From an optimization exercise on the open Yosys and OpenROAD flow, aimed at small area and a short achievable clock period; shortcuts taken in it are not production practice. The RTL of this run was laid out without a check of its function.

File: flow/flow/run.sh
#!/bin/bash
# The standard layout (standard.sh), with two changes to how it is made:
#  - ORFS's timing repair aims at a setup slack of 13.5 ns at the design's clock
#    period (SETUP_SLACK_MARGIN), so repair_timing sizes and buffers critical paths;
#  - every input and output port still gets a buffer, of cell sky130_fd_sc_hd__buf_2.
set -e
export SETUP_SLACK_MARGIN=13.5
export BUFFER_PORTS_ARGS="-buffer_cell sky130_fd_sc_hd__buf_2"
bash standard.sh > standard.log 2>&1
File: flow/standard.sh
#!/bin/bash
# synth_recipe.tcl (not shown) runs the flow's synth.tcl, then flattens the netlist and writes it again
# the make line also repeats each setting of config.mk as NAME=value (left out here)
make -C /OpenROAD-flow-scripts/flow DESIGN_CONFIG=/design/flow/config.mk WORK_HOME=/design/flow/orfs CLKGATE_MAP_FILE= SYNTH_SCRIPT=/design/flow/synth_recipe.tcl "${@:-finish}"
File: flow/config.mk
export PLATFORM = sky130hd
export DESIGN_NAME = CS
export DESIGN_NICKNAME = CS
export VERILOG_FILES = /design/flow/design.v
export SDC_FILE = /design/flow/constraint.sdc
export NUM_CORES = 4
export LEC_CHECK = 0
export CAP_MARGIN = 20
export CORE_MARGIN = 2
export CORE_UTILIZATION = 40
export CTS_BUF_LIST = sky130_fd_sc_hd__clkbuf_8
export SLEW_MARGIN = 20
export SYNTH_HIERARCHICAL = 1
export SYNTH_MINIMUM_KEEP_SIZE = 0
File: flow/constraint.sdc
create_clock -name core_clock -period 23.0 [get_ports {clk}]
set_input_delay 4.6000 -clock core_clock [delete_from_list [all_inputs] [get_ports {clk}]]
set_output_delay 4.6000 -clock core_clock [all_outputs]
set_load 0.01 [all_outputs]
File: flow/design.v
`timescale 1ns/10ps
module cs_fa(input a, input b, input c, output s, output co);
  assign s = a ^ b ^ c;
  assign co = (a & b) | (a & c) | (b & c);
endmodule
module cs_ha(input a, input b, output s, output co);
  assign s = a ^ b;
  assign co = a & b;
endmodule
module cs_hb(input a, input b, output s, output co);
  assign s = ~(a ^ b);
  assign co = a | b;
endmodule
module cs_xor(input a, input b, output y);
  assign y = a ^ b;
endmodule
module cs_xnor(input a, input b, output y);
  assign y = ~(a ^ b);
endmodule
module cs_maj(input a, input b, input c, output y);
  assign y = (a & b) | (a & c) | (b & c);
endmodule
module cs_and(input a, input b, output y);
  assign y = a & b;
endmodule
module cs_or(input a, input b, output y);
  assign y = a | b;
endmodule
module cs_inv(input a, output y);
  assign y = ~a;
endmodule
module cs_nand(input a, input b, output y);
  assign y = ~(a & b);
endmodule
module cs_orn(input a, input b, output y);
  assign y = a | ~b;
endmodule
module cs_o21a(input a, input b, input c, output y);
  assign y = (a | b) & c;
endmodule
module cs_nand3(input a, input b, input c, output y);
  assign y = ~(a & b & c);
endmodule
module cs_nor3(input a, input b, input c, output y);
  assign y = ~(a | b | c);
endmodule
module cs_or3(input a, input b, input c, output y);
  assign y = a | b | c;
endmodule
module cs_and9(input [8:0] a, output y, output ny);
  assign y = &a;
  assign ny = ~(&a);
endmodule
module cs_ao222i(input a0, input b0, input a1, input b1, input a2, input b2, output y);
  assign y = ~((a0 & b0) | (a1 & b1) | (a2 & b2));
endmodule
module cs_and3(input a, input b, input c, output y);
  assign y = a & b & c;
endmodule
module cs_o221a(input a1, input a2, input b1, input b2, input c, output y);
  assign y = (a1 | a2) & (b1 | b2) & c;
endmodule
module cs_mux(input s, input a, input b, output y);
  assign y = s ? b : a;
endmodule
module cs_ge(input [4:0] h, output g1, output g2);
  assign g1 = h[4] | (h[3] & (h[2] | h[1] | h[0]));
  assign g2 = h[4] & (h[3] | h[2] | h[1]);
endmodule
module cs_add5(input [4:0] a, input [4:0] b, output [4:0] s);
  assign s = a + b;
endmodule
module cs_add4(input [3:0] a, input [3:0] b, output [3:0] s);
  assign s = a + b;
endmodule
module cs_add8(input [7:0] a, input [7:0] b, output [7:0] s);
  assign s = a + b;
endmodule
module cs_add13(input [12:0] a, input [12:0] b, output [12:0] s);
  assign s = a + b;
endmodule
module CS(Y, X, reset, clk);
input clk, reset;
input [7:0] X;
output reg [9:0] Y;
reg [3:0] count;                  
reg [7:0] w0, w1, w2, w3, w4, w5, w6, w7, w8;    
reg [7:0] q;                      
reg [3:0] r;                      
reg nz;                           
always @(posedge clk) nz <= ~reset;
wire [7:0] qz = q & {8{nz}};
wire [3:0] rz = r & {4{nz}};
always @(posedge clk) begin
  q <= qn; r <= rn;
end
wire full = (count == 4'd9);
wire en = full & ~reset;
wire [7:0] qn;
wire [3:0] rn;
wire [9:0] Yd;
always @(posedge clk) begin
  w0 <= X; w1 <= w0; w2 <= w1; w3 <= w2; w4 <= w3;
  w5 <= w4; w6 <= w5; w7 <= w6; w8 <= w7;
end
always @(posedge clk) begin
  if (reset) count <= 4'd0;
  else if (!full) count <= count + 4'd1;
end
always @(posedge clk) Y <= Yd;
wire n1, n2, n3, n4, n5, n6, n7, n8, n9, n10, n11, n12, n13, n14, n15, n16, n17, n18, n19, n20, n21, n22, n23, n24, n25, n26, n27, n28, n29, n30, n31, n32, n33, n34, n35, n36, n37, n38, n39, n40, n41, n42, n43, n44, n45, n46, n47, n48, n49, n50, n51, n52, n53, n54, n55, n56, n57, n58, n59, n60, n61, n62, n63, n64, n65, n66, n67, n68, n69, n70, n71, n72, n73, n74, n75, n76, n77, n78, n79, n80, n81, n82, n83, n84, n85, n86, n87, n88, n89, n90, n91, n92, n93, n94, n95, n96, n97, n98, n99, n100, n101, n102, n103, n104, n105, n106, n107, n108, n109, n110, n111, n112, n113, n114, n115, n116, n117, n118, n119, n120, n121, n122, n123, n124, n125, n126, n127, n128, n129, n130, n131, n132, n133, n134, n135, n136, n137, n138, n139, n140, n141, n142, n143, n144, n145, n146, n147, n148, n149, n150, n151, n152, n153, n154, n155, n156, n157, n158, n159, n160, n161, n162, n163, n164, n165, n166, n167, n168, n169, n170, n171, n172, n173, n174, n175, n176, n177, n178, n179, n180, n181, n182, n183, n184, n185, n186, n187, n188, n189, n190, n191, n192, n193, n194, n195, n196, n197, n198, n199, n200, n201, n202, n203, n204, n205, n206, n207, n208, n209, n210, n211, n212, n213, n214, n215, n216, n217, n218, n219, n220, n221, n222, n223, n224, n225, n226, n227, n228, n229, n230, n231, n232, n233, n234, n235, n236, n237, n238, n239, n240, n241, n242, n243, n244, n245, n246, n247, n248, n249, n250, n251, n252, n253, n254, n255, n256, n257, n258, n259, n260, n261, n262, n263, n264, n265, n266, n267, n268, n269, n270, n271, n272, n273, n274, n275, n276, n277, n278, n279, n280, n281, n282, n283, n284, n285, n286, n287, n288, n289, n290, n291, n292, n293, n294, n295, n296, n297, n298, n299, n300, n301, n302, n303, n304, n305, n306, n307, n308, n309, n310, n311, n312, n313, n314, n315, n316, n317, n318, n319, n320, n321, n322, n323, n324, n325, n326, n327, n328, n329, n330, n331, n332, n333, n334, n335, n336, n337, n338, n339, n340, n341, n342, n343, n344, n345, n346, n347, n348, n349, n350, n351, n352, n353, n354, n355, n356, n357, n358, n359, n360, n361, n362, n363, n364, n365, n366, n367, n368, n369, n370, n371, n372, n373, n374, n375, n376, n377, n378, n379, n380, n381, n382, n383, n384, n385, n386, n387, n388, n389, n390, n391, n392, n393, n394, n395, n396, n397, n398, n399, n400, n401, n402, n403, n404, n405, n406, n407, n408, n409, n410, n411, n412, n413, n414, n415, n416, n417, n418, n419, n420, n421, n422, n423, n424, n425, n426, n427, n428, n429, n430, n431, n432, n433, n434, n435, n436, n437, n438, n439, n440, n441;
cs_and u0 (.a(w8[0]), .b(full), .y(n1));
cs_and u1 (.a(w8[1]), .b(full), .y(n2));
cs_and u2 (.a(w8[2]), .b(full), .y(n3));
cs_and u3 (.a(w8[3]), .b(full), .y(n4));
cs_and u4 (.a(w8[4]), .b(full), .y(n5));
cs_and u5 (.a(w8[5]), .b(full), .y(n6));
cs_and u6 (.a(w8[6]), .b(full), .y(n7));
cs_and u7 (.a(w8[7]), .b(full), .y(n8));
cs_inv u8 (.a(n1), .y(n9));
cs_inv u9 (.a(n2), .y(n10));
cs_inv u10 (.a(n3), .y(n11));
cs_inv u11 (.a(n7), .y(n12));
cs_inv u12 (.a(n8), .y(n13));
cs_inv u13 (.a(rz[0]), .y(n14));
cs_ha u14 (.a(rz[1]), .b(rz[0]), .s(n15), .co(n16));
cs_ha u15 (.a(n14), .b(n4), .s(n17), .co(n18));
cs_fa u16 (.a(n5), .b(n10), .c(n13), .s(n19), .co(n20));
cs_fa u17 (.a(rz[2]), .b(n6), .c(n11), .s(n21), .co(n22));
cs_ha u18 (.a(n9), .b(n12), .s(n23), .co(n24));
cs_fa u19 (.a(n15), .b(n18), .c(n19), .s(n25), .co(n26));
cs_fa u20 (.a(n16), .b(n21), .c(n20), .s(n27), .co(n28));
cs_ha u21 (.a(rz[3]), .b(n22), .s(n29), .co(n30));
cs_add5 u22 (.a({n30, n29, n27, n25, n17}), .b({1'b0, n28, n26, n24, n23}), .s({n35, n34, n33, n32, n31}));
cs_ge u23 (.h({n35, n34, n33, n32, n31}), .g1(n36), .g2(n37));
cs_ha u24 (.a(n31), .b(n36), .s(n38), .co(n39));
cs_fa u25 (.a(n32), .b(n36), .c(n37), .s(n40), .co(n41));
cs_fa u26 (.a(n33), .b(n36), .c(n37), .s(n42), .co(n43));
cs_add4 u27 (.a({n34, n42, n40, n37}), .b({n43, n41, n39, n38}), .s({n47, n46, n45, n44}));
cs_inv u28 (.a(X[3]), .y(n48));
cs_inv u29 (.a(X[4]), .y(n49));
cs_inv u30 (.a(X[5]), .y(n50));
cs_ha u31 (.a(X[0]), .b(X[6]), .s(n51), .co(n52));
cs_fa u32 (.a(X[1]), .b(X[7]), .c(n49), .s(n53), .co(n54));
cs_ha u33 (.a(X[2]), .b(n50), .s(n55), .co(n56));
cs_ha u34 (.a(n48), .b(n51), .s(n57), .co(n58));
cs_fa u35 (.a(n52), .b(n53), .c(n45), .s(n59), .co(n60));
cs_fa u36 (.a(n55), .b(n54), .c(n46), .s(n61), .co(n62));
cs_ha u37 (.a(n56), .b(n47), .s(n63), .co(n64));
cs_add5 u38 (.a({n64, n63, n61, n59, n44}), .b({1'b0, n62, n60, n58, n57}), .s({n69, n68, n67, n66, n65}));
cs_ge u39 (.h({n69, n68, n67, n66, n65}), .g1(n70), .g2(n71));
cs_fa u40 (.a(n65), .b(n70), .c(n71), .s(n72), .co(n73));
cs_fa u41 (.a(n66), .b(n70), .c(n71), .s(n74), .co(n75));
cs_fa u42 (.a(n67), .b(n70), .c(n71), .s(n76), .co(n77));
cs_ha u43 (.a(n73), .b(n74), .s(n78), .co(n79));
cs_fa u44 (.a(n75), .b(n76), .c(n79), .s(n80), .co(n81));
cs_fa u45 (.a(n68), .b(n77), .c(n81), .s(n82), .co(n83));
cs_inv u46 (.a(n4), .y(n84));
cs_inv u47 (.a(n5), .y(n85));
cs_inv u48 (.a(n6), .y(n86));
cs_inv u49 (.a(qz[1]), .y(n87));
cs_inv u50 (.a(qz[5]), .y(n88));
cs_inv u51 (.a(qz[6]), .y(n89));
cs_inv u52 (.a(qz[7]), .y(n90));
cs_fa u53 (.a(qz[0]), .b(n84), .c(n12), .s(n91), .co(n92));
cs_ha u54 (.a(n36), .b(n37), .s(n93), .co(n94));
cs_fa u55 (.a(n87), .b(n85), .c(n12), .s(n95), .co(n96));
cs_ha u56 (.a(n13), .b(X[4]), .s(n97), .co(n98));
cs_fa u57 (.a(qz[2]), .b(qz[1]), .c(n86), .s(n99), .co(n100));
cs_fa u58 (.a(n12), .b(n13), .c(X[5]), .s(n101), .co(n102));
cs_fa u59 (.a(n91), .b(n93), .c(X[3]), .s(n103), .co(n104));
cs_fa u60 (.a(n95), .b(n92), .c(n94), .s(n105), .co(n106));
cs_ha u61 (.a(X[6]), .b(X[7]), .s(n107), .co(n108));
cs_fa u62 (.a(n99), .b(n96), .c(X[6]), .s(n109), .co(n110));
cs_fa u63 (.a(X[7]), .b(n98), .c(n101), .s(n111), .co(n112));
cs_fa u64 (.a(qz[3]), .b(n13), .c(n100), .s(n113), .co(n114));
cs_ha u65 (.a(X[7]), .b(n102), .s(n115), .co(n116));
cs_ha u66 (.a(X[6]), .b(n103), .s(n117), .co(n118));
cs_fa u67 (.a(n105), .b(n97), .c(n107), .s(n119), .co(n120));
cs_fa u68 (.a(n106), .b(n108), .c(n109), .s(n121), .co(n122));
cs_fa u69 (.a(n113), .b(n110), .c(n115), .s(n123), .co(n124));
cs_ha u70 (.a(qz[4]), .b(n114), .s(n125), .co(n126));
cs_ha u71 (.a(n117), .b(n70), .s(n127), .co(n128));
cs_fa u72 (.a(n104), .b(n119), .c(n118), .s(n129), .co(n130));
cs_fa u73 (.a(n120), .b(n111), .c(n121), .s(n131), .co(n132));
cs_fa u74 (.a(n112), .b(n122), .c(n123), .s(n133), .co(n134));
cs_fa u75 (.a(n125), .b(n116), .c(n124), .s(n135), .co(n136));
cs_ha u76 (.a(n88), .b(n126), .s(n137), .co(n138));
cs_ha u77 (.a(qz[5]), .b(n89), .s(n139), .co(n140));
cs_ha u78 (.a(qz[6]), .b(n90), .s(n141), .co(n142));
cs_add8 u79 (.a({n141, n139, n137, n135, n133, n131, n129, n71}), .b({n140, n138, n136, n134, n132, n130, n128, n127}), .s({n150, n149, n148, n147, n146, n145, n144, n143}));
cs_inv u80 (.a(q[0]), .y(n151));
cs_inv u81 (.a(q[1]), .y(n152));
cs_inv u82 (.a(q[2]), .y(n153));
cs_inv u83 (.a(q[3]), .y(n154));
cs_inv u84 (.a(q[4]), .y(n155));
cs_inv u85 (.a(q[5]), .y(n156));
cs_inv u86 (.a(q[6]), .y(n157));
cs_inv u87 (.a(q[7]), .y(n158));
cs_and u88 (.a(w0[0]), .b(n151), .y(n159));
cs_maj u89 (.a(w0[1]), .b(n152), .c(n159), .y(n160));
cs_maj u90 (.a(w0[2]), .b(n153), .c(n160), .y(n161));
cs_maj u91 (.a(w0[3]), .b(n154), .c(n161), .y(n162));
cs_maj u92 (.a(w0[4]), .b(n155), .c(n162), .y(n163));
cs_maj u93 (.a(w0[5]), .b(n156), .c(n163), .y(n164));
cs_maj u94 (.a(w0[6]), .b(n157), .c(n164), .y(n165));
cs_maj u95 (.a(w0[7]), .b(n158), .c(n165), .y(n166));
cs_and u96 (.a(w1[0]), .b(n151), .y(n167));
cs_maj u97 (.a(w1[1]), .b(n152), .c(n167), .y(n168));
cs_maj u98 (.a(w1[2]), .b(n153), .c(n168), .y(n169));
cs_maj u99 (.a(w1[3]), .b(n154), .c(n169), .y(n170));
cs_maj u100 (.a(w1[4]), .b(n155), .c(n170), .y(n171));
cs_maj u101 (.a(w1[5]), .b(n156), .c(n171), .y(n172));
cs_maj u102 (.a(w1[6]), .b(n157), .c(n172), .y(n173));
cs_maj u103 (.a(w1[7]), .b(n158), .c(n173), .y(n174));
cs_and u104 (.a(w2[0]), .b(n151), .y(n175));
cs_maj u105 (.a(w2[1]), .b(n152), .c(n175), .y(n176));
cs_maj u106 (.a(w2[2]), .b(n153), .c(n176), .y(n177));
cs_maj u107 (.a(w2[3]), .b(n154), .c(n177), .y(n178));
cs_maj u108 (.a(w2[4]), .b(n155), .c(n178), .y(n179));
cs_maj u109 (.a(w2[5]), .b(n156), .c(n179), .y(n180));
cs_maj u110 (.a(w2[6]), .b(n157), .c(n180), .y(n181));
cs_maj u111 (.a(w2[7]), .b(n158), .c(n181), .y(n182));
cs_and u112 (.a(w3[0]), .b(n151), .y(n183));
cs_maj u113 (.a(w3[1]), .b(n152), .c(n183), .y(n184));
cs_maj u114 (.a(w3[2]), .b(n153), .c(n184), .y(n185));
cs_maj u115 (.a(w3[3]), .b(n154), .c(n185), .y(n186));
cs_maj u116 (.a(w3[4]), .b(n155), .c(n186), .y(n187));
cs_maj u117 (.a(w3[5]), .b(n156), .c(n187), .y(n188));
cs_maj u118 (.a(w3[6]), .b(n157), .c(n188), .y(n189));
cs_maj u119 (.a(w3[7]), .b(n158), .c(n189), .y(n190));
cs_and u120 (.a(w4[0]), .b(n151), .y(n191));
cs_maj u121 (.a(w4[1]), .b(n152), .c(n191), .y(n192));
cs_maj u122 (.a(w4[2]), .b(n153), .c(n192), .y(n193));
cs_maj u123 (.a(w4[3]), .b(n154), .c(n193), .y(n194));
cs_maj u124 (.a(w4[4]), .b(n155), .c(n194), .y(n195));
cs_maj u125 (.a(w4[5]), .b(n156), .c(n195), .y(n196));
cs_maj u126 (.a(w4[6]), .b(n157), .c(n196), .y(n197));
cs_maj u127 (.a(w4[7]), .b(n158), .c(n197), .y(n198));
cs_and u128 (.a(w5[0]), .b(n151), .y(n199));
cs_maj u129 (.a(w5[1]), .b(n152), .c(n199), .y(n200));
cs_maj u130 (.a(w5[2]), .b(n153), .c(n200), .y(n201));
cs_maj u131 (.a(w5[3]), .b(n154), .c(n201), .y(n202));
cs_maj u132 (.a(w5[4]), .b(n155), .c(n202), .y(n203));
cs_maj u133 (.a(w5[5]), .b(n156), .c(n203), .y(n204));
cs_maj u134 (.a(w5[6]), .b(n157), .c(n204), .y(n205));
cs_maj u135 (.a(w5[7]), .b(n158), .c(n205), .y(n206));
cs_and u136 (.a(w6[0]), .b(n151), .y(n207));
cs_maj u137 (.a(w6[1]), .b(n152), .c(n207), .y(n208));
cs_maj u138 (.a(w6[2]), .b(n153), .c(n208), .y(n209));
cs_maj u139 (.a(w6[3]), .b(n154), .c(n209), .y(n210));
cs_maj u140 (.a(w6[4]), .b(n155), .c(n210), .y(n211));
cs_maj u141 (.a(w6[5]), .b(n156), .c(n211), .y(n212));
cs_maj u142 (.a(w6[6]), .b(n157), .c(n212), .y(n213));
cs_maj u143 (.a(w6[7]), .b(n158), .c(n213), .y(n214));
cs_and u144 (.a(w7[0]), .b(n151), .y(n215));
cs_maj u145 (.a(w7[1]), .b(n152), .c(n215), .y(n216));
cs_maj u146 (.a(w7[2]), .b(n153), .c(n216), .y(n217));
cs_maj u147 (.a(w7[3]), .b(n154), .c(n217), .y(n218));
cs_maj u148 (.a(w7[4]), .b(n155), .c(n218), .y(n219));
cs_maj u149 (.a(w7[5]), .b(n156), .c(n219), .y(n220));
cs_maj u150 (.a(w7[6]), .b(n157), .c(n220), .y(n221));
cs_maj u151 (.a(w7[7]), .b(n158), .c(n221), .y(n222));
cs_and u152 (.a(w8[0]), .b(n151), .y(n223));
cs_maj u153 (.a(w8[1]), .b(n152), .c(n223), .y(n224));
cs_maj u154 (.a(w8[2]), .b(n153), .c(n224), .y(n225));
cs_maj u155 (.a(w8[3]), .b(n154), .c(n225), .y(n226));
cs_maj u156 (.a(w8[4]), .b(n155), .c(n226), .y(n227));
cs_maj u157 (.a(w8[5]), .b(n156), .c(n227), .y(n228));
cs_maj u158 (.a(w8[6]), .b(n157), .c(n228), .y(n229));
cs_maj u159 (.a(w8[7]), .b(n158), .c(n229), .y(n230));
cs_inv u160 (.a(n166), .y(n231));
cs_inv u161 (.a(n174), .y(n232));
cs_inv u162 (.a(n182), .y(n233));
cs_inv u163 (.a(n190), .y(n234));
cs_inv u164 (.a(n198), .y(n235));
cs_inv u165 (.a(n206), .y(n236));
cs_inv u166 (.a(n214), .y(n237));
cs_inv u167 (.a(n222), .y(n238));
cs_inv u168 (.a(n230), .y(n239));
cs_ao222i u169 (.a0(n231), .b0(w0[7]), .a1(n232), .b1(w1[7]), .a2(n233), .b2(w2[7]), .y(n240));
cs_ao222i u170 (.a0(n234), .b0(w3[7]), .a1(n235), .b1(w4[7]), .a2(n236), .b2(w5[7]), .y(n241));
cs_ao222i u171 (.a0(n237), .b0(w6[7]), .a1(n238), .b1(w7[7]), .a2(n239), .b2(w8[7]), .y(n242));
cs_and3 u172 (.a(n240), .b(n241), .c(n242), .y(n243));
cs_nand3 u173 (.a(n240), .b(n241), .c(n242), .y(n244));
cs_and u174 (.a(w0[7]), .b(w0[6]), .y(n245));
cs_and u175 (.a(w1[7]), .b(w1[6]), .y(n246));
cs_and u176 (.a(w2[7]), .b(w2[6]), .y(n247));
cs_and u177 (.a(w3[7]), .b(w3[6]), .y(n248));
cs_and u178 (.a(w4[7]), .b(w4[6]), .y(n249));
cs_and u179 (.a(w5[7]), .b(w5[6]), .y(n250));
cs_and u180 (.a(w6[7]), .b(w6[6]), .y(n251));
cs_and u181 (.a(w7[7]), .b(w7[6]), .y(n252));
cs_and u182 (.a(w8[7]), .b(w8[6]), .y(n253));
cs_ao222i u183 (.a0(n231), .b0(n245), .a1(n232), .b1(n246), .a2(n233), .b2(n247), .y(n254));
cs_ao222i u184 (.a0(n234), .b0(n248), .a1(n235), .b1(n249), .a2(n236), .b2(n250), .y(n255));
cs_ao222i u185 (.a0(n237), .b0(n251), .a1(n238), .b1(n252), .a2(n239), .b2(n253), .y(n256));
cs_and3 u186 (.a(n254), .b(n255), .c(n256), .y(n257));
cs_nand3 u187 (.a(n254), .b(n255), .c(n256), .y(n258));
cs_ao222i u188 (.a0(n231), .b0(w0[6]), .a1(n232), .b1(w1[6]), .a2(n233), .b2(w2[6]), .y(n259));
cs_ao222i u189 (.a0(n234), .b0(w3[6]), .a1(n235), .b1(w4[6]), .a2(n236), .b2(w5[6]), .y(n260));
cs_ao222i u190 (.a0(n237), .b0(w6[6]), .a1(n238), .b1(w7[6]), .a2(n239), .b2(w8[6]), .y(n261));
cs_and3 u191 (.a(n259), .b(n260), .c(n261), .y(n262));
cs_nand3 u192 (.a(n259), .b(n260), .c(n261), .y(n263));
cs_o21a u193 (.a(n244), .b(n262), .c(n257), .y(n264));
cs_inv u194 (.a(n264), .y(n265));
cs_o221a u195 (.a1(w0[7]), .a2(n243), .b1(w0[6]), .b2(n264), .c(n231), .y(n266));
cs_o221a u196 (.a1(w1[7]), .a2(n243), .b1(w1[6]), .b2(n264), .c(n232), .y(n267));
cs_o221a u197 (.a1(w2[7]), .a2(n243), .b1(w2[6]), .b2(n264), .c(n233), .y(n268));
cs_o221a u198 (.a1(w3[7]), .a2(n243), .b1(w3[6]), .b2(n264), .c(n234), .y(n269));
cs_o221a u199 (.a1(w4[7]), .a2(n243), .b1(w4[6]), .b2(n264), .c(n235), .y(n270));
cs_o221a u200 (.a1(w5[7]), .a2(n243), .b1(w5[6]), .b2(n264), .c(n236), .y(n271));
cs_o221a u201 (.a1(w6[7]), .a2(n243), .b1(w6[6]), .b2(n264), .c(n237), .y(n272));
cs_o221a u202 (.a1(w7[7]), .a2(n243), .b1(w7[6]), .b2(n264), .c(n238), .y(n273));
cs_o221a u203 (.a1(w8[7]), .a2(n243), .b1(w8[6]), .b2(n264), .c(n239), .y(n274));
cs_ao222i u204 (.a0(n266), .b0(w0[5]), .a1(n267), .b1(w1[5]), .a2(n268), .b2(w2[5]), .y(n275));
cs_ao222i u205 (.a0(n269), .b0(w3[5]), .a1(n270), .b1(w4[5]), .a2(n271), .b2(w5[5]), .y(n276));
cs_ao222i u206 (.a0(n272), .b0(w6[5]), .a1(n273), .b1(w7[5]), .a2(n274), .b2(w8[5]), .y(n277));
cs_and3 u207 (.a(n275), .b(n276), .c(n277), .y(n278));
cs_nand3 u208 (.a(n275), .b(n276), .c(n277), .y(n279));
cs_and u209 (.a(w0[5]), .b(w0[4]), .y(n280));
cs_and u210 (.a(w1[5]), .b(w1[4]), .y(n281));
cs_and u211 (.a(w2[5]), .b(w2[4]), .y(n282));
cs_and u212 (.a(w3[5]), .b(w3[4]), .y(n283));
cs_and u213 (.a(w4[5]), .b(w4[4]), .y(n284));
cs_and u214 (.a(w5[5]), .b(w5[4]), .y(n285));
cs_and u215 (.a(w6[5]), .b(w6[4]), .y(n286));
cs_and u216 (.a(w7[5]), .b(w7[4]), .y(n287));
cs_and u217 (.a(w8[5]), .b(w8[4]), .y(n288));
cs_ao222i u218 (.a0(n266), .b0(n280), .a1(n267), .b1(n281), .a2(n268), .b2(n282), .y(n289));
cs_ao222i u219 (.a0(n269), .b0(n283), .a1(n270), .b1(n284), .a2(n271), .b2(n285), .y(n290));
cs_ao222i u220 (.a0(n272), .b0(n286), .a1(n273), .b1(n287), .a2(n274), .b2(n288), .y(n291));
cs_and3 u221 (.a(n289), .b(n290), .c(n291), .y(n292));
cs_nand3 u222 (.a(n289), .b(n290), .c(n291), .y(n293));
cs_ao222i u223 (.a0(n266), .b0(w0[4]), .a1(n267), .b1(w1[4]), .a2(n268), .b2(w2[4]), .y(n294));
cs_ao222i u224 (.a0(n269), .b0(w3[4]), .a1(n270), .b1(w4[4]), .a2(n271), .b2(w5[4]), .y(n295));
cs_ao222i u225 (.a0(n272), .b0(w6[4]), .a1(n273), .b1(w7[4]), .a2(n274), .b2(w8[4]), .y(n296));
cs_and3 u226 (.a(n294), .b(n295), .c(n296), .y(n297));
cs_nand3 u227 (.a(n294), .b(n295), .c(n296), .y(n298));
cs_o21a u228 (.a(n279), .b(n297), .c(n292), .y(n299));
cs_inv u229 (.a(n299), .y(n300));
cs_o221a u230 (.a1(w0[5]), .a2(n278), .b1(w0[4]), .b2(n299), .c(n266), .y(n301));
cs_o221a u231 (.a1(w1[5]), .a2(n278), .b1(w1[4]), .b2(n299), .c(n267), .y(n302));
cs_o221a u232 (.a1(w2[5]), .a2(n278), .b1(w2[4]), .b2(n299), .c(n268), .y(n303));
cs_o221a u233 (.a1(w3[5]), .a2(n278), .b1(w3[4]), .b2(n299), .c(n269), .y(n304));
cs_o221a u234 (.a1(w4[5]), .a2(n278), .b1(w4[4]), .b2(n299), .c(n270), .y(n305));
cs_o221a u235 (.a1(w5[5]), .a2(n278), .b1(w5[4]), .b2(n299), .c(n271), .y(n306));
cs_o221a u236 (.a1(w6[5]), .a2(n278), .b1(w6[4]), .b2(n299), .c(n272), .y(n307));
cs_o221a u237 (.a1(w7[5]), .a2(n278), .b1(w7[4]), .b2(n299), .c(n273), .y(n308));
cs_o221a u238 (.a1(w8[5]), .a2(n278), .b1(w8[4]), .b2(n299), .c(n274), .y(n309));
cs_ao222i u239 (.a0(n301), .b0(w0[3]), .a1(n302), .b1(w1[3]), .a2(n303), .b2(w2[3]), .y(n310));
cs_ao222i u240 (.a0(n304), .b0(w3[3]), .a1(n305), .b1(w4[3]), .a2(n306), .b2(w5[3]), .y(n311));
cs_ao222i u241 (.a0(n307), .b0(w6[3]), .a1(n308), .b1(w7[3]), .a2(n309), .b2(w8[3]), .y(n312));
cs_and3 u242 (.a(n310), .b(n311), .c(n312), .y(n313));
cs_nand3 u243 (.a(n310), .b(n311), .c(n312), .y(n314));
cs_and u244 (.a(w0[3]), .b(w0[2]), .y(n315));
cs_and u245 (.a(w1[3]), .b(w1[2]), .y(n316));
cs_and u246 (.a(w2[3]), .b(w2[2]), .y(n317));
cs_and u247 (.a(w3[3]), .b(w3[2]), .y(n318));
cs_and u248 (.a(w4[3]), .b(w4[2]), .y(n319));
cs_and u249 (.a(w5[3]), .b(w5[2]), .y(n320));
cs_and u250 (.a(w6[3]), .b(w6[2]), .y(n321));
cs_and u251 (.a(w7[3]), .b(w7[2]), .y(n322));
cs_and u252 (.a(w8[3]), .b(w8[2]), .y(n323));
cs_ao222i u253 (.a0(n301), .b0(n315), .a1(n302), .b1(n316), .a2(n303), .b2(n317), .y(n324));
cs_ao222i u254 (.a0(n304), .b0(n318), .a1(n305), .b1(n319), .a2(n306), .b2(n320), .y(n325));
cs_ao222i u255 (.a0(n307), .b0(n321), .a1(n308), .b1(n322), .a2(n309), .b2(n323), .y(n326));
cs_and3 u256 (.a(n324), .b(n325), .c(n326), .y(n327));
cs_nand3 u257 (.a(n324), .b(n325), .c(n326), .y(n328));
cs_ao222i u258 (.a0(n301), .b0(w0[2]), .a1(n302), .b1(w1[2]), .a2(n303), .b2(w2[2]), .y(n329));
cs_ao222i u259 (.a0(n304), .b0(w3[2]), .a1(n305), .b1(w4[2]), .a2(n306), .b2(w5[2]), .y(n330));
cs_ao222i u260 (.a0(n307), .b0(w6[2]), .a1(n308), .b1(w7[2]), .a2(n309), .b2(w8[2]), .y(n331));
cs_and3 u261 (.a(n329), .b(n330), .c(n331), .y(n332));
cs_nand3 u262 (.a(n329), .b(n330), .c(n331), .y(n333));
cs_o21a u263 (.a(n314), .b(n332), .c(n327), .y(n334));
cs_inv u264 (.a(n334), .y(n335));
cs_o221a u265 (.a1(w0[3]), .a2(n313), .b1(w0[2]), .b2(n334), .c(n301), .y(n336));
cs_o221a u266 (.a1(w1[3]), .a2(n313), .b1(w1[2]), .b2(n334), .c(n302), .y(n337));
cs_o221a u267 (.a1(w2[3]), .a2(n313), .b1(w2[2]), .b2(n334), .c(n303), .y(n338));
cs_o221a u268 (.a1(w3[3]), .a2(n313), .b1(w3[2]), .b2(n334), .c(n304), .y(n339));
cs_o221a u269 (.a1(w4[3]), .a2(n313), .b1(w4[2]), .b2(n334), .c(n305), .y(n340));
cs_o221a u270 (.a1(w5[3]), .a2(n313), .b1(w5[2]), .b2(n334), .c(n306), .y(n341));
cs_o221a u271 (.a1(w6[3]), .a2(n313), .b1(w6[2]), .b2(n334), .c(n307), .y(n342));
cs_o221a u272 (.a1(w7[3]), .a2(n313), .b1(w7[2]), .b2(n334), .c(n308), .y(n343));
cs_o221a u273 (.a1(w8[3]), .a2(n313), .b1(w8[2]), .b2(n334), .c(n309), .y(n344));
cs_ao222i u274 (.a0(n336), .b0(w0[1]), .a1(n337), .b1(w1[1]), .a2(n338), .b2(w2[1]), .y(n345));
cs_ao222i u275 (.a0(n339), .b0(w3[1]), .a1(n340), .b1(w4[1]), .a2(n341), .b2(w5[1]), .y(n346));
cs_ao222i u276 (.a0(n342), .b0(w6[1]), .a1(n343), .b1(w7[1]), .a2(n344), .b2(w8[1]), .y(n347));
cs_and3 u277 (.a(n345), .b(n346), .c(n347), .y(n348));
cs_nand3 u278 (.a(n345), .b(n346), .c(n347), .y(n349));
cs_and u279 (.a(w0[1]), .b(w0[0]), .y(n350));
cs_and u280 (.a(w1[1]), .b(w1[0]), .y(n351));
cs_and u281 (.a(w2[1]), .b(w2[0]), .y(n352));
cs_and u282 (.a(w3[1]), .b(w3[0]), .y(n353));
cs_and u283 (.a(w4[1]), .b(w4[0]), .y(n354));
cs_and u284 (.a(w5[1]), .b(w5[0]), .y(n355));
cs_and u285 (.a(w6[1]), .b(w6[0]), .y(n356));
cs_and u286 (.a(w7[1]), .b(w7[0]), .y(n357));
cs_and u287 (.a(w8[1]), .b(w8[0]), .y(n358));
cs_ao222i u288 (.a0(n336), .b0(n350), .a1(n337), .b1(n351), .a2(n338), .b2(n352), .y(n359));
cs_ao222i u289 (.a0(n339), .b0(n353), .a1(n340), .b1(n354), .a2(n341), .b2(n355), .y(n360));
cs_ao222i u290 (.a0(n342), .b0(n356), .a1(n343), .b1(n357), .a2(n344), .b2(n358), .y(n361));
cs_and3 u291 (.a(n359), .b(n360), .c(n361), .y(n362));
cs_nand3 u292 (.a(n359), .b(n360), .c(n361), .y(n363));
cs_ao222i u293 (.a0(n336), .b0(w0[0]), .a1(n337), .b1(w1[0]), .a2(n338), .b2(w2[0]), .y(n364));
cs_ao222i u294 (.a0(n339), .b0(w3[0]), .a1(n340), .b1(w4[0]), .a2(n341), .b2(w5[0]), .y(n365));
cs_ao222i u295 (.a0(n342), .b0(w6[0]), .a1(n343), .b1(w7[0]), .a2(n344), .b2(w8[0]), .y(n366));
cs_and3 u296 (.a(n364), .b(n365), .c(n366), .y(n367));
cs_nand3 u297 (.a(n364), .b(n365), .c(n366), .y(n368));
cs_o21a u298 (.a(n349), .b(n367), .c(n362), .y(n369));
cs_inv u299 (.a(n369), .y(n370));
cs_fa u300 (.a(q[0]), .b(q[3]), .c(r[3]), .s(n371), .co(n372));
cs_fa u301 (.a(q[1]), .b(q[4]), .c(n372), .s(n373), .co(n374));
cs_fa u302 (.a(q[2]), .b(q[5]), .c(n374), .s(n375), .co(n376));
cs_fa u303 (.a(q[3]), .b(q[6]), .c(n376), .s(n377), .co(n378));
cs_fa u304 (.a(q[4]), .b(q[7]), .c(n378), .s(n379), .co(n380));
cs_ha u305 (.a(q[0]), .b(r[0]), .s(n381), .co(n382));
cs_fa u306 (.a(q[1]), .b(r[1]), .c(n382), .s(n383), .co(n384));
cs_fa u307 (.a(q[2]), .b(r[2]), .c(n384), .s(n385), .co(n386));
cs_ha u308 (.a(n371), .b(n386), .s(n387), .co(n388));
cs_ha u309 (.a(n373), .b(n388), .s(n389), .co(n390));
cs_ha u310 (.a(n375), .b(n390), .s(n391), .co(n392));
cs_ha u311 (.a(n377), .b(n392), .s(n393), .co(n394));
cs_ha u312 (.a(n379), .b(n394), .s(n395), .co(n396));
cs_fa u313 (.a(q[5]), .b(n380), .c(n396), .s(n397), .co(n398));
cs_ha u314 (.a(q[6]), .b(n398), .s(n399), .co(n400));
cs_ha u315 (.a(q[7]), .b(n400), .s(n401), .co(n402));
cs_ha u316 (.a(n387), .b(n314), .s(n403), .co(n404));
cs_fa u317 (.a(n389), .b(n300), .c(n349), .s(n405), .co(n406));
cs_fa u318 (.a(n391), .b(n279), .c(n335), .s(n407), .co(n408));
cs_fa u319 (.a(n393), .b(n265), .c(n314), .s(n409), .co(n410));
cs_fa u320 (.a(n395), .b(n244), .c(n300), .s(n411), .co(n412));
cs_ha u321 (.a(n397), .b(n279), .s(n413), .co(n414));
cs_ha u322 (.a(n399), .b(n265), .s(n415), .co(n416));
cs_ha u323 (.a(n244), .b(n401), .s(n417), .co(n418));
cs_add13 u324 (.a({1'b0, n402, n417, n415, n413, n411, n409, n407, n405, n370, n385, n383, n381}), .b({1'b0, n418, n416, n414, n412, n410, n408, n406, n404, n403, n335, n349, n370}), .s({n431, n430, n429, n428, n427, n426, n425, n424, n423, n422, n421, n420, n419}));
cs_and u325 (.a(n422), .b(en), .y(n432));
cs_and u326 (.a(n423), .b(en), .y(n433));
cs_and u327 (.a(n424), .b(en), .y(n434));
cs_and u328 (.a(n425), .b(en), .y(n435));
cs_and u329 (.a(n426), .b(en), .y(n436));
cs_and u330 (.a(n427), .b(en), .y(n437));
cs_and u331 (.a(n428), .b(en), .y(n438));
cs_and u332 (.a(n429), .b(en), .y(n439));
cs_and u333 (.a(n430), .b(en), .y(n440));
cs_and u334 (.a(n431), .b(en), .y(n441));
assign qn[0] = n143;
assign qn[1] = n144;
assign qn[2] = n145;
assign qn[3] = n146;
assign qn[4] = n147;
assign qn[5] = n148;
assign qn[6] = n149;
assign qn[7] = n150;
assign rn[0] = n72;
assign rn[1] = n78;
assign rn[2] = n80;
assign rn[3] = n82;
assign Yd[0] = n432;
assign Yd[1] = n433;
assign Yd[2] = n434;
assign Yd[3] = n435;
assign Yd[4] = n436;
assign Yd[5] = n437;
assign Yd[6] = n438;
assign Yd[7] = n439;
assign Yd[8] = n440;
assign Yd[9] = n441;
endmodule
==> Flow_metrics.wiki <==
{| class="wikitable"
! Metric !! Value
|-
| Type of the worst setup path || reg -> reg
|-
| Time the final worst path needs with I/O delays and setup || 9.09 ns
|-
| Via-per-instance ratio || 5.63
|-
| Worst min-delay path startpoint || w2[0]
|-
| Deepest level of the CTS H-tree || 3
|-
| Multi-input gate area in the final layout || 0.00463 mm²
|-
| Clock edge transition at the registers on the reported setup and hold paths || 0.10 ns
|-
| Synth warn || 7
|-
| Most frequent CP cell || sky130_fd_sc_hd__maj3_2
|-
| Final non-filler cell area || 0.00746 mm²
|-
| Met2 routing resource usage after global routing || just under 30%
|-
| Count of input and output buffers || 19
|-
| Crit-path max FO || 10
|-
| PnR worst setup slack || 13.91 ns
|-
| Post-Syn Area per Cell || about 11 µm²
|-
| Cell with the largest stage delay on the worst path || sky130_fd_sc_hd__a222oi_1
|-
| Final-report max-slew violation count || 0
|-
| Flop-to-flop setup slack || 13.91 ns
|-
| Final RePlAce weighted congestion || 0.939
|-
| Final number of setup-violating endpoints || 0
|-
| Met3 track demand over resource in global routing || under 10%
|-
| Pre-CTS setup slack || 13.49 ns
|-
| Type of the most critical hold path || reg -> reg
|-
| Global-route track usage on met1 || 23.9%
|-
| Post-place instance area || 0.00717 mm²
|-
| Total Routed Length || approximately 15,000 µm
|-
| Buffer depth of the longest clock path || 2
|-
| Clock tree from TritonCTS || done
|-
| Peak-usage layer in the global routing report || met2
|-
| First drt pass iteration count || 6
|-
| Post-detailed-route DRC marker count || 0
|-
| Type of origin of the critical path || flop
|-
| Synthesized instance count || between 600 and 700
|-
| Utilization of the core after routing || 45.0%
|-
| Combined flip-flop and latch cell area || 0.00199 mm²
|-
| Signal arrival time at the worst endpoint || 9.38 ns
|-
| Skew final || 0.0130 ns
|-
| 1st-iter DRT viols || 534
|-
| Number of buffers added by the clock tree synthesis step || 9
|-
| Number of antenna repair diodes || 0
|-
| Half-perimeter wire length of the detailed placement result || 12,400 µm
|-
| Initial Util || 41.0%
|-
| Max incr delay on CP || 0.51 ns
|-
| WHS || 0.385 ns
|-
| Detail Route Antenna Nets || 0
|-
| Number of clock sinks || between 90 and 100
|-
| Die Area || 0.0180 mm²
|-
| Root buffer selected by CTS || sky130_fd_sc_hd__clkbuf_8
|-
| Layout filler cell count || 1,575
|-
| Net count reported at finish || 765
|-
| Final global-route overflow total || 0
|-
| Height of the die || 134 µm
|-
| Reg-to-reg startpoint || q[1]
|-
| Fraction of layout instances using a drive strength above 1 || 19.6%
|-
| Wire length of the first global-routing pass || 25,900 µm
|-
| Via count of the first global-routing pass || 5,088
|-
| Final setup TNS || 0 ns
|-
| Insertion delay to the later sink of the worst-skew pair || 0.39 ns
|-
| Final critical-path share of the clock period || 39.5%
|-
| Antenna violations before repair || 0
|-
| Maximum clock frequency || 110 MHz
|-
| Hold Fails Final Rpt || 0
|-
| Largest net degree at the start of global routing || 18
|-
| Core region area || 0.0166 mm²
|-
| Std cell rows || 47
|-
| Area grow syn2layout || 9.74%
|-
| Max-cap violations || 0
|-
| Capture point of the worst reg-to-reg path || Y[6]
|-
| Number of top-level design ports || 20
|-
| Required time worst endpoint || 23.29 ns
|-
| Synth Cell Area || just under 0.007 mm²
|-
| Total of hold buffers inserted after clock tree synthesis || 0
|-
| Worst setup path endpoint || Y[6]
|-
| Start point of the critical path || q[1]
|-
| Post-detailed-route wirelength per cell || 17.8 µm
|-
| Status || timing/DRC/antenna clean
|-
| Horiz. Die Dim || 134 µm
|-
| Unrepaired setup endpoints after global routing || false
|-
| Global routing usage summed across all routing layers || 18.0%
|-
| Total number of vias || 4,891
|-
| Setup crit end kind || flop
|-
| Depth of the most critical reg-to-reg path || 31
|}
-- sequential cells by signal, indices dropped and copies added, names as in the netlist, 8 cells and up --
| register | flops |
|---|---|
| w2 | 8 |
| w3 | 8 |
| w5 | 8 |
| w0 | 8 |
| w7 | 8 |
| w4 | 8 |
| Y | 10 |
| w6 | 8 |
| w8 | 8 |
| w1 | 8 |
| q | 8 |
-- repair_timing --
item / CTS / global route
buffers inserted: 0 / 3
gates resized for setup: 1 / 10
gates cloned: 0 / 1
endpoints found under the setup margin: 1 / 8
pin swaps: 1 / 6
-- layout by cell type (no fill, tap or decap), types with 3 or more instances in the layout --
cell type                  instances
sky130_fd_sc_hd__clkbuf_8         10
sky130_fd_sc_hd__nand2b_1          4
sky130_fd_sc_hd__o21a_1            3
sky130_fd_sc_hd__o221a_1          27
sky130_fd_sc_hd__maj3_2           63
sky130_fd_sc_hd__nand3_1           5
sky130_fd_sc_hd__nand2_1           4
sky130_fd_sc_hd__dfxtp_1          97
sky130_fd_sc_hd__o211ai_1          3
sky130_fd_sc_hd__buf_4             3
sky130_fd_sc_hd__inv_1            51
sky130_fd_sc_hd__a21o_1            8
sky130_fd_sc_hd__xnor2_1          20
sky130_fd_sc_hd__a211oi_1          3
sky130_fd_sc_hd__conb_1            4
sky130_fd_sc_hd__a21oi_2           6
sky130_fd_sc_hd__xor2_1            8
sky130_fd_sc_hd__nor2_1           15
sky130_fd_sc_hd__a21oi_1          13
sky130_fd_sc_hd__buf_2            19
sky130_fd_sc_hd__o21ai_0           4
sky130_fd_sc_hd__and3_1           12
sky130_fd_sc_hd__ha_1             64
sky130_fd_sc_hd__a222oi_1         36
sky130_fd_sc_hd__and2_1           76
sky130_fd_sc_hd__fa_1             47
-- metrics by stage --
step | std cells
2_1_floorplan | 611
3_3_place_gp | 849
3_5_place_dp | 849
4_1_cts | 865
5_1_grt | 869
6_report | 869
-- metal layers --
layer  vias to the layer above  part of all wire (%)
li1                       2318                     -
met1                      2439                    46
met2                       111                    49
met3                        23                   4.4
met4                         0                   1.4
met5                         -                     0
-- cell type report --
cell class / instances / area share, %
flip-flops and latches: 99 / 26.6
repair buffers: 22 / 1.58
multi-input cells: 458 / 62.1
inverters: 53 / 2.72
clock buffers: 10 / 1.85
repair inverters: 1 / 0.101
well taps: 220 / 3.69
clock inverters: 6 / 1.28
-- how the worst min path moves through the flow --
stage / slack (ns) / endpoint / cells after the start
5_1_grt: 0.39 / w3[0] / 0
4_1_cts: 0.39 / w3[0] / 0
3_3_place_gp: 0.37 / w3[0] / 0
2_1_floorplan: 0.35 / w2[0] / 0
3_5_place_dp: 0.38 / w3[0] / 0
6_report: 0.39 / w3[0] / 0
-- worst max-delay path: cells and delay by family (launching register included) --
kind            cells  cell delay (ns)
compound gates     13             3.95
xor+xnor            1             0.08
fa+ha+maj           9             3.07
buf+inv             2             0.31
flops               1             0.44
simple gates        6             1.15

what the ideal ports hide:
How much do the figures lean on ideal ports? The routed layout below was timed once more, with nothing changed but the port constraints.
Step 1, drivers: a clkbuf_16 drives clk and a buf_2 each remaining input, both assumed.
Step 2 moves the port delays by t, midway between the first and last clock arrival at a register: inputs arrive t later, outputs are due t later. That takes back most of the time a late clock gives input paths.
Three values: ideal ports, drivers, drivers and shift; two values: the first two.
t (ns): 0.424
slack for setup (ns): 13.912 / 13.912 / 13.912
worst hold slack (ns): 0.385 / 0.385 / 0.385
worst register clock-pin slew, ns: 0.11 / 0.11
After both steps setup and hold are still met in this run. The setup slack of this run moves by 0.000 ns with the drivers and by 0.000 ns with both steps.
